This design comes from an exercise in tuning for small area, a short achievable clock period and few clock cycles per item on the open sky130 flow, not from production work. Function was checked by simulation only, so behaviour that the tests miss may differ from the original. Power and IR drop assume default switching activity.

## run 1
==> flow/design.v (excerpt) <==
module simple_cpu_top #(
    parameter BIT_WIDTH = 16,
    parameter PROGRAM_FILE = "program.mem"
)(
    input wire clk,
    input wire rst_n,
    input wire start,
    input wire [BIT_WIDTH-1:0] operand_a,
    input wire [BIT_WIDTH-1:0] operand_b,
    output wire [BIT_WIDTH-1:0] result,
    output wire done
);
clock: 5.0 ns
lec_check: 0
cap_margin: 20
core_margin: 2
core_utilization: 40
gpl_timing_driven: 0
slew_margin: 20
synth_hierarchical: 1
synth_minimum_keep_size: 0
standard.sh (not shown) runs the stock make flow with config.mk's settings and CLKGATE_MAP_FILE= SYNTH_SCRIPT=/design/flow/synth_recipe.tcl, a recipe that flattens the netlist after the stock synthesis.
==> flow/flow/run.sh <==
#!/bin/bash
# The standard layout with: port buffers made from buf_2 cells (ORFS's
# default picks a delay buffer, clkdlybuf4s50_1), and the buffers that
# synthesis (ABC) inserted removed at floorplan, leaving buffering to the
# resizer, which sees the placement.
set -euo pipefail
bash standard.sh "BUFFER_PORTS_ARGS=-buffer_cell sky130_fd_sc_hd__buf_2" REMOVE_ABC_BUFFERS=1 finish > standard_run.log 2>&1
Testbench counts of run 1, summed over its fixed seeds: cycles 384, items 384.
## Diff of input files: run 2 against run 1
==> flow/flow/run.sh <==
#!/bin/bash
# The standard layout with: port buffers made from buf_2 cells (ORFS's
# default picks a delay buffer, clkdlybuf4s50_1), then reduced to buf_1 for
# the output ports and the lightly loaded input ports (flow/outbuf.tcl); the
# buffers that synthesis (ABC) inserted removed at
# floorplan, leaving buffering to the resizer, which sees the placement; and
# ORFS's power recovery after global routing, which downsizes gates off the
# critical paths.
set -euo pipefail
bash standard.sh "BUFFER_PORTS_ARGS=-buffer_cell sky130_fd_sc_hd__buf_2" "POST_GLOBAL_PLACE_TCL=$(pwd)/flow/outbuf.tcl" REMOVE_ABC_BUFFERS=1 RECOVER_POWER=100 finish > standard_run.log 2>&1
==> flow/flow/outbuf.tcl (new file) <==
# After global placement: the output-port buffers drive only the port's fixed
# load and have plenty of slack, so use the smallest buffer for them; so also
# for input-port buffers with few loads (the resizer upsizes any that need it).
foreach inst [get_cells output*] {
  replace_cell $inst sky130_fd_sc_hd__buf_1
}
foreach inst [get_cells input*] {
  set pin [get_pins -of_objects $inst -filter "direction == output"]
  set net [get_nets -of_objects $pin]
  set nload [llength [get_pins -of_objects $net -filter "direction == input"]]
  if {$nload <= 4} {
    replace_cell $inst sky130_fd_sc_hd__buf_1
  }
}
diff --git a/flow/config.mk b/flow/config.mk
--- a/flow/config.mk
+++ b/flow/config.mk
@@ -10,0 +11 @@
+export CTS_BUF_LIST = sky130_fd_sc_hd__clkbuf_4
Findings:
Run 2 completed end to end with timing, DRC and antenna clean.
Run 1 reached the final stage; the timing, DRC and antenna checks on its layout passed.
Going from run 1 to run 2, post-route fraction of the period consumed by the critical path shrinks by 0.58 points.
Compared run 2 vs run 1, and met1 usage is up in run 2.
In run 2, the final period demand of the worst path came out 29 ps below the value in run 1.
Via count of the first global-routing pass in run 2 is 55 below run 1.
Against run 1, sum of routed wire length over all layers in run 2 rose slightly.
Total power, run 2 and run 1: higher on run 1
~same detailed-placement wirelength estimate in run 2 and run 1
Delta (run 2 minus run 1): average wire per standard cell went up, count of non-CTS inverters in the layout has remained practically unchanged.
> inputs changed (run 2 -> run 3)
==> flow/flow/run.sh <==
#!/bin/bash
# The standard layout with: port buffers made from buf_2 cells (ORFS's
# default picks a delay buffer, clkdlybuf4s50_1); the buffers that synthesis
# (ABC) inserted removed at floorplan, leaving buffering to the resizer, which
# sees the placement; and ORFS's power recovery after global routing, which
# downsizes gates off the critical paths.
set -euo pipefail
bash standard.sh "BUFFER_PORTS_ARGS=-buffer_cell sky130_fd_sc_hd__buf_2" REMOVE_ABC_BUFFERS=1 RECOVER_POWER=100 finish > standard_run.log 2>&1
diff --git a/flow/config.mk b/flow/config.mk
--- a/flow/config.mk
+++ b/flow/config.mk
@@ -10,2 +10 @@
-export CORE_UTILIZATION = 40
-export CTS_BUF_LIST = sky130_fd_sc_hd__clkbuf_4
+export CORE_UTILIZATION = 50
removed: flow/flow/outbuf.tcl
### Flow results
- Compared with run 2, run 3 is hungrier on power.
- Diff run 2..run 3 | peak clock frequency supported by timing | negligible
- When run 3 is set beside run 2, its register share of the cell area turns out to be 0.16 points smaller.
- Comparing run 3 and run 2, the higher half-perimeter wire length of the detailed placement result was measured on run 2.
- Compared with run 2, run 3 shows first-pass GRT wire length that has gone up by a few percent.
- Re critical path depth: run 3 is 2 down on run 2.
- Comparing run 2 against run 3, there is no change at all in maximum clock path buffer count.
- Per the comparison of run 3 with run 2, final critical-path setup slack fell 6.6 ps; total standard cell area after synthesis roughly the same.
Inputs modified between run 3 and run 4:
diff --git a/flow/config.mk b/flow/config.mk
--- a/flow/config.mk
+++ b/flow/config.mk
@@ -10 +10 @@
-export CORE_UTILIZATION = 50
+export CORE_UTILIZATION = 40
[summary]
Summary of run 4 over run 3: number of placement rows moved up, fraction of area in registers level, count of placed standard cells in the final layout, fillers left out up 12, post-place instance area increased 0.39%.
Number of tapcells on run 4 is up relative to run 3.
Run 4 against run 3: via count +about 1.3%, average wire length per cell after detail routing decreased 0.10 um, post-synthesis sequential area ratio flat, routed wire length now sits higher.

* * *

## quartz
simple_cpu_top, a different RTL version from the one above (not shown whole).
For scale: about 17 flip-flops, ~52 I/O pins.
## simple_cpu_top
module simple_cpu_top #(
    parameter BIT_WIDTH = 16,
    parameter PROGRAM_FILE = "program.mem"
)(
    input wire clk,
    input wire rst_n,
    input wire start,
    input wire [BIT_WIDTH-1:0] operand_a,
    input wire [BIT_WIDTH-1:0] operand_b,
    output wire [BIT_WIDTH-1:0] result,
    output wire done
);
export LEC_CHECK = 0
export CAP_MARGIN = 20
export CORE_MARGIN = 2
export CORE_UTILIZATION = 40
export CTS_BUF_LIST = sky130_fd_sc_hd__clkbuf_4
export GPL_TIMING_DRIVEN = 0
export PLACE_DENSITY = 0.75
export SLEW_MARGIN = 20
export SYNTH_HIERARCHICAL = 1
export SYNTH_MINIMUM_KEEP_SIZE = 0
create_clock -name core_clock -period 5.0 [get_ports {clk}]
==> flow/flow/run.sh <==
#!/bin/bash
# The standard layout with: port buffers made from buf_2 cells (ORFS's
# default picks a delay buffer, clkdlybuf4s50_1), then reduced to buf_1 for
# the output ports and the lightly loaded input ports (flow/outbuf.tcl); the
# buffers that synthesis (ABC) inserted removed at
# floorplan, leaving buffering to the resizer, which sees the placement; and
# ORFS's power recovery after global routing, which downsizes gates off the
# critical paths.
set -euo pipefail
bash standard.sh "BUFFER_PORTS_ARGS=-buffer_cell sky130_fd_sc_hd__buf_2" "POST_GLOBAL_PLACE_TCL=$(pwd)/flow/outbuf.tcl" REMOVE_ABC_BUFFERS=1 RECOVER_POWER=100 finish > standard_run.log 2>&1
==> flow/flow/outbuf.tcl <==
# After global placement: the output-port buffers drive only the port's fixed
# load and have plenty of slack, so use the smallest buffer for them; so also
# for input-port buffers with few loads (the resizer upsizes any that need it).
foreach inst [get_cells output*] {
  replace_cell $inst sky130_fd_sc_hd__buf_1
}
foreach inst [get_cells input*] {
  set pin [get_pins -of_objects $inst -filter "direction == output"]
  set net [get_nets -of_objects $pin]
  set nload [llength [get_pins -of_objects $net -filter "direction == input"]]
  if {$nload <= 4} {
    replace_cell $inst sky130_fd_sc_hd__buf_1
  }
}
quartz reached the final stage; the timing, DRC and antenna checks on its layout passed.
Testbench counts of quartz, summed over its fixed seeds: cycles 384, items 384.
## Diff of input files: fjord against quartz
# quartz
export LEC_CHECK = 0
export CAP_MARGIN = 20
export CORE_MARGIN = 2
export CORE_UTILIZATION = 40
export CTS_BUF_LIST = sky130_fd_sc_hd__clkbuf_4
export GPL_TIMING_DRIVEN = 0
export PLACE_DENSITY = 0.75
export SLEW_MARGIN = 20
export SYNTH_HIERARCHICAL = 1
export SYNTH_MINIMUM_KEEP_SIZE = 0
create_clock -name core_clock -period 5.0 [get_ports {clk}]
# fjord
export LEC_CHECK = 0
export CAP_MARGIN = 20
export CORE_MARGIN = 2
export CORE_UTILIZATION = 40
export CTS_BUF_LIST = sky130_fd_sc_hd__clkbuf_4
export CTS_CLUSTER_DIAMETER = 200
export CTS_CLUSTER_SIZE = 30
export GPL_TIMING_DRIVEN = 0
export SLEW_MARGIN = 20
export SYNTH_HIERARCHICAL = 1
export SYNTH_MINIMUM_KEEP_SIZE = 0
create_clock -name core_clock -period 5.0 [get_ports {clk}]
--- a/flow/flow/run.sh
+++ b/flow/flow/run.sh
@@ -2,5 +2,4 @@
 # The standard layout with: port buffers made from buf_2 cells (ORFS's
-# default picks a delay buffer, clkdlybuf4s50_1), then reduced to buf_1 for
-# the output ports and the lightly loaded input ports (flow/outbuf.tcl); the
-# buffers that synthesis (ABC) inserted removed at
+# default picks a delay buffer, clkdlybuf4s50_1) and the output-port buffers
+# then reduced to buf_1; the buffers that synthesis (ABC) inserted removed at
 # floorplan, leaving buffering to the resizer, which sees the placement; and
==> flow/flow/outbuf.tcl <==
# After global placement: the output-port buffers drive only the port's fixed
# load and have plenty of slack, so use the smallest buffer for them.
foreach inst [get_cells output*] {
  replace_cell $inst sky130_fd_sc_hd__buf_1
}
Findings:
The final layout from fjord, which completed every stage, passed the timing, DRC and antenna checks at the end of the flow.
Final-layout worst hold slack for fjord: 22 ps up relative to quartz
When the final numbers for fjord and quartz were put side by side, the share of total power in the clock network turned out to be smaller in fjord.
Taking quartz as the reference, in fjord critical path depth dropped 4, met3 usage in global routing picked up an extra 0.64 points, fmax shows an increase of about 0.9%.
For harbor, these inputs were changed with respect to fjord:
# fjord
export LEC_CHECK = 0
export CAP_MARGIN = 20
export CORE_MARGIN = 2
export CORE_UTILIZATION = 40
export CTS_BUF_LIST = sky130_fd_sc_hd__clkbuf_4
export CTS_CLUSTER_DIAMETER = 200
export CTS_CLUSTER_SIZE = 30
export GPL_TIMING_DRIVEN = 0
export SLEW_MARGIN = 20
export SYNTH_HIERARCHICAL = 1
export SYNTH_MINIMUM_KEEP_SIZE = 0
create_clock -name core_clock -period 5.0 [get_ports {clk}]
# harbor
export LEC_CHECK = 0
export CAP_MARGIN = 20
export CORE_MARGIN = 2
export CORE_UTILIZATION = 40
export GPL_TIMING_DRIVEN = 0
export SETUP_SLACK_MARGIN = 0.6
export SLEW_MARGIN = 20
export SYNTH_HIERARCHICAL = 1
export SYNTH_MINIMUM_KEEP_SIZE = 0
create_clock -name core_clock -period 5.0 [get_ports {clk}]
==> flow/flow/run.sh <==
#!/bin/bash
# The standard layout with: port buffers made from buf_2 cells (ORFS's
# default picks a delay buffer, clkdlybuf4s50_1); the buffers that synthesis
# (ABC) inserted removed at floorplan, leaving buffering to the resizer, which
# sees the placement; and ORFS's power recovery after global routing, which
# downsizes gates off the critical paths.
set -euo pipefail
bash standard.sh "BUFFER_PORTS_ARGS=-buffer_cell sky130_fd_sc_hd__buf_2" REMOVE_ABC_BUFFERS=1 RECOVER_POWER=100 finish > standard_run.log 2>&1
removed: flow/flow/outbuf.tcl
[summary]
harbor vs fjord — cell leakage power rose about 20%. Delta(fraction of area in registers, harbor - fjord) < 0. Note that the design area recorded for fjord amounts to 0.853 times the value seen in harbor. The final core utilization in harbor sits 7.7 points above the value recorded for fjord. Wire length: harbor worse than fjord. met2 global-route usage ended up 2.6 points higher on harbor than on fjord. For fjord, the class of the most critical hold timing path was primary input to async pin, unlike harbor, where it was flip-flop to flip-flop. Power consumed by the clock network was lower in fjord than in harbor.
Relative to harbor, the following input files were edited for ember:
# harbor
export LEC_CHECK = 0
export CAP_MARGIN = 20
export CORE_MARGIN = 2
export CORE_UTILIZATION = 40
export GPL_TIMING_DRIVEN = 0
export SETUP_SLACK_MARGIN = 0.6
export SLEW_MARGIN = 20
export SYNTH_HIERARCHICAL = 1
export SYNTH_MINIMUM_KEEP_SIZE = 0
create_clock -name core_clock -period 5.0 [get_ports {clk}]
# ember
export LEC_CHECK = 0
export CAP_MARGIN = 20
export CORE_MARGIN = 2
export CORE_UTILIZATION = 40
export GPL_TIMING_DRIVEN = 0
export SLEW_MARGIN = 20
export SYNTH_HIERARCHICAL = 1
export SYNTH_MINIMUM_KEEP_SIZE = 0
create_clock -name core_clock -period 5.0 [get_ports {clk}]
Notes after the runs:
ember reached the final stage; the timing, DRC and antenna checks on its layout passed. On setup slack, harbor beats ember. Against harbor, ember comes in 14 ps lower on slew at the pin with the worst max-slew slack. Routed wire in ember totals less than in harbor. Higher multi-input gate share of the layout cell area was reported by ember, not harbor. Re global-route wire length before repair: harbor and ember aren't equal, and the higher value belongs to harbor. Final cycle utilization of the critical path in ember vs harbor: up 3.2 points. ember against harbor: cell count now smaller, final-layout worst hold slack comparable, share of cells above drive strength 1 now smaller.
Here is what was changed in the inputs of garnet compared with ember.
# ember
export LEC_CHECK = 0
export CAP_MARGIN = 20
export CORE_MARGIN = 2
export CORE_UTILIZATION = 40
export GPL_TIMING_DRIVEN = 0
export SLEW_MARGIN = 20
export SYNTH_HIERARCHICAL = 1
export SYNTH_MINIMUM_KEEP_SIZE = 0
create_clock -name core_clock -period 5.0 [get_ports {clk}]
# garnet
export LEC_CHECK = 0
export CAP_MARGIN = 20
export CORE_MARGIN = 2
export CORE_UTILIZATION = 40
export CTS_BUF_LIST = sky130_fd_sc_hd__clkbuf_4
export GPL_TIMING_DRIVEN = 0
export SLEW_MARGIN = 20
export SYNTH_HIERARCHICAL = 1
export SYNTH_MINIMUM_KEEP_SIZE = 0
create_clock -name core_clock -period 5.0 [get_ports {clk}]
==> flow/flow/run.sh <==
#!/bin/bash
# The standard layout with: port buffers made from buf_2 cells (ORFS's
# default picks a delay buffer, clkdlybuf4s50_1) and the output-port buffers
# then reduced to buf_1; the buffers that synthesis (ABC) inserted removed at
# floorplan, leaving buffering to the resizer, which sees the placement; and
# ORFS's power recovery after global routing, which downsizes gates off the
# critical paths.
set -euo pipefail
bash standard.sh "BUFFER_PORTS_ARGS=-buffer_cell sky130_fd_sc_hd__buf_2" "POST_GLOBAL_PLACE_TCL=$(pwd)/flow/outbuf.tcl" REMOVE_ABC_BUFFERS=1 RECOVER_POWER=100 finish > standard_run.log 2>&1
==> flow/flow/outbuf.tcl (new file) <==
# After global placement: the output-port buffers drive only the port's fixed
# load and have plenty of slack, so use the smallest buffer for them; so also
# for input-port buffers with few loads (the resizer upsizes any that need it).
foreach inst [get_cells output*] {
  replace_cell $inst sky130_fd_sc_hd__buf_1
}
foreach inst [get_cells input*] {
  set pin [get_pins -of_objects $inst -filter "direction == output"]
  set net [get_nets -of_objects $pin]
  set nload [llength [get_pins -of_objects $net -filter "direction == input"]]
  if {$nload <= 4} {
    replace_cell $inst sky130_fd_sc_hd__buf_1
  }
}
### Flow results
On worst max-slew margin expressed relative to the limit, ember beats garnet. Areal power density over the cells: garnet vs ember down about 0.32%. Worst setup slack of garnet is on par with ember. garnet has wire length the detailed router placed on met1 below what ember had. garnet ends up with lower final standard cell utilization of the core than ember does. Looking at worst min-delay path class, the primary input to async pin result is from garnet; the flip-flop to flip-flop one comes from ember. Between garnet and ember, it is garnet whose minimum hold slack is lower, by 11 ps. Maximum frequency of garnet is on par with ember. Summary of the comparison: aggregate global-route resource usage is lower in garnet, relative to ember. Compared with ember, in garnet minimum clock period after layout was more or less identical, via count of the first global-routing pass went down by 32. Comparing garnet and ember, power is lower on garnet.

[what the ideal ports hide]
No port has a modelled driver above. Below, the same layouts with a new extraction and two added sets of constraints.
Step 1 assumes that a clkbuf_16 drives the clock port and a buf_2 every other input.
Step 2 also shifts input and output timing later by t, the mid clock arrival at the registers, as if the neighbouring blocks saw the same clock.
Slacks: no drivers / after step 1 / after step 2; pairs: no drivers / after step 1.
run	t, ns	slack for setup (ns)	worst hold slack (ns)	clock arrival spread, ns	worst data-port slew with drivers (ns)
run 1	0.278	0.145 / 0.135 / -0.142	0.460 / 0.460 / 0.460	0.003 / 0.003	0.04
run 2	0.311	0.174 / 0.170 / -0.142	0.455 / 0.452 / 0.471	0.010 / 0.009	0.04
run 3	0.277	0.168 / 0.150 / -0.127	0.462 / 0.462 / 0.462	0.004 / 0.004	0.05
run 4	0.278	0.145 / 0.138 / -0.140	0.465 / 0.465 / 0.465	0.004 / 0.003	0.04
quartz	0.320	0.128 / 0.128 / -0.192	0.446 / 0.446 / 0.470	0.012 / 0.012	0.04
fjord	0.306	0.170 / 0.168 / -0.138	0.467 / 0.468 / 0.468	0.007 / 0.007	0.05
harbor	0.272	0.340 / 0.251 / -0.021	0.461 / 0.461 / 0.461	0.005 / 0.005	0.12
ember	0.272	0.179 / 0.175 / -0.097	0.461 / 0.461 / 0.461	0.006 / 0.006	0.05
garnet	0.311	0.179 / 0.170 / -0.142	0.450 / 0.457 / 0.469	0.005 / 0.005	0.04
Met with ideal ports but missed after step 2: setup timing in every run listed. For harbor, which loses most, drivers alone change the setup slack by -0.089 ns; drivers and shift together by -0.361 ns.
